From an optimization exercise on the open Yosys and OpenROAD flow, aimed at small area and a short achievable clock period; shortcuts taken in it are not production practice.
RTL that was checked went through simulation tests only; none was proved equivalent to the original.
Power and IR drop assume default switching activity.

== rev 12 ==
==> flow/design.v (excerpt) <==
module lightHashDES(
    input              clk,
    input              M_valid,
    input              rst_n,
    input      [7:0]   M,
    input     [63:0]   input_length,
    output reg         hash_ready,
    output     [31:0]  digest
);
export LEC_CHECK = 0
export CAP_MARGIN = 20
export CORE_MARGIN = 2
export CORE_UTILIZATION = 40
export SETUP_SLACK_MARGIN = 1.6
export SLEW_MARGIN = 20
export SYNTH_HIERARCHICAL = 1
create_clock -name core_clock -period 3.3 [get_ports {clk}]
standard.sh (not shown) runs the stock make flow with config.mk's settings and CLKGATE_MAP_FILE= SYNTH_SCRIPT=/design/flow/synth_recipe.tcl, a recipe that flattens the netlist after the stock synthesis.
==> flow/flow/run.sh <==
#!/bin/bash
cp standard.sh standard.sh.txt
export BUFFER_PORTS_ARGS="-buffer_cell sky130_fd_sc_hd__buf_1"
bash standard.sh > standard.log 2>&1
Rev 12 ran to completion and came out clean on the timing, design-rule and antenna checks.
Setup changes, rev 12 to rev 13
--- a/flow/design.v
+++ b/flow/design.v
@@ -228,21 +228,21 @@
     input              M_valid,
     input              rst_n,
     input      [7:0]   M,
     input     [63:0]   input_length,
     output reg         hash_ready,
     output     [31:0]  digest
 );
     reg        busy;
     reg [63:0] counter;
     reg        a_t, b_t, c_t;  
-    reg  [6:0] f;              
+    reg [11:0] f;              
     wire [63:0] counter_d;
     wire start = !busy && M_valid;
     wire z1;
     wire z2;
     wire z3;
     wire z4;
     wire z5;
     wire z6;
     wire z7;
     wire z8;
@@ -711,31 +711,31 @@
     HashIteration main (.M(M), .a(a_m), .b(b_m), .c(c_m));
     always @(posedge clk or negedge rst_n) begin
         if (!rst_n) begin
             busy       <= 1'b0;
             hash_ready <= 1'b0;
         end else begin
             hash_ready <= busy & one;
             busy       <= busy ? !one : M_valid;
         end
     end
-    localparam [6:0] C0 = 7'b111_0111;
-    localparam [6:0] CP = 7'b011_1001;
-    localparam [6:0] CA = 7'b100_1011;
-    localparam [6:0] CB = 7'b001_0111;
-    localparam [6:0] CC = CA & CB;            
-    localparam [6:0] OA = CA & ~CB;           
-    localparam [6:0] OB = CB & ~CA;           
+    localparam [11:0] C0 = 12'b1010_1101_0101;
+    localparam [11:0] CP = 12'b0111_1110_0011;
+    localparam [11:0] CA = 12'b1000_0110_1111;
+    localparam [11:0] CB = 12'b0001_1001_1111;
+    localparam [11:0] CC = CA & CB;            
+    localparam [11:0] OA = CA & ~CB;           
+    localparam [11:0] OB = CB & ~CA;           
     always @(posedge clk) begin
         counter <= counter_d;
         a_t     <= a_m;
         b_t     <= b_m;
         c_t     <= c_m;
-        f       <= start ? C0 : f ^ CP ^ (OA & {7{a_t}}) ^ (OB & {7{b_t}}) ^ (CC & {7{c_t}});
+        f       <= start ? C0 : f ^ CP ^ (OA & {12{a_t}}) ^ (OB & {12{b_t}}) ^ (CC & {12{c_t}});
     end
     assign digest = {
-        f[2],  f[6],  f[2],  f[6],  ~f[4], f[3],  f[4],  ~f[3],   
-        f[5],  f[5],  ~f[5], ~f[5], ~f[5], 1'b0,  f[5],  1'b0,    
-        ~f[3], ~f[4], f[3],  f[4],  ~f[3], f[2],  f[3],  f[2],    
-        ~f[1], f[0],  ~f[1], ~f[0], f[1],  ~f[0], f[1],  f[0]     
+        f[4],  f[11], f[4],  f[11], f[8],  f[5],  f[7],  f[6],    
+        f[9],  f[9],  f[10], f[10], f[10], 1'b0,  f[9],  1'b0,    
+        f[6],  f[8],  f[5],  f[7],  f[6],  f[4],  f[5],  f[4],    
+        f[3],  f[0],  f[3],  f[1],  f[2],  f[1],  f[2],  f[0]     
     };
 endmodule
[summary]
Ff count | rev 13 vs rev 12 | rev 13 higher
Relative to rev 12, the via count of rev 13 is higher by 89.
Measured against rev 12, the first-iteration DRC count of rev 13 comes out at 1.5 times the reference value.
Compared with rev 12, rev 13 shows a net count of the finished layout that is 10 higher.
Diff rev 12 -> rev 13: portion of the clock cycle consumed by the worst path in the final layout now sits higher; total power of the final layout went up; starting density of the core grew by 0.89 points; final-layout clock buffer total -4; combinational share of power now larger.
From rev 12 to rev 13 the numbers moved as follows: maximum frequency saw a decrease; minimum clock period after layout moved up.
Function not checked in rev 13: the RTL went through the layout flow alone.

## re-timing with driven ports
In the flow no input, the clock included, has a driving cell. The finished layouts below were timed again as built, in two steps. Step 1 (the two cells are an assumption about what drives the block):
set clk [get_ports {clk}]
set_driving_cell -lib_cell sky130_fd_sc_hd__clkbuf_16 $clk
set_driving_cell -lib_cell sky130_fd_sc_hd__buf_2 [delete_from_list [all_inputs] $clk]
Step 2, shift: input delay + t, output delay - t, t = (earliest + latest rising clock arrival at the registers) / 2. This alone moves slack from input paths to output paths. a / b / c = no drivers / after step 1 / after step 2; a / b = the first two.
run	shift t [ns]	setup WS [ns]	worst hold slack (ns)	worst setup path after step 2
rev 12	0.384	1.687 / 1.661 / 1.318	0.073 / 0.067 / 0.426	input to register
rev 13	0.389	1.661 / 1.650 / 1.302	0.071 / 0.059 / 0.414	input to register
After both steps setup and hold are still met in every run listed. For rev 12, which loses most, drivers alone change the setup slack by -0.026 ns; drivers and shift together by -0.369 ns.
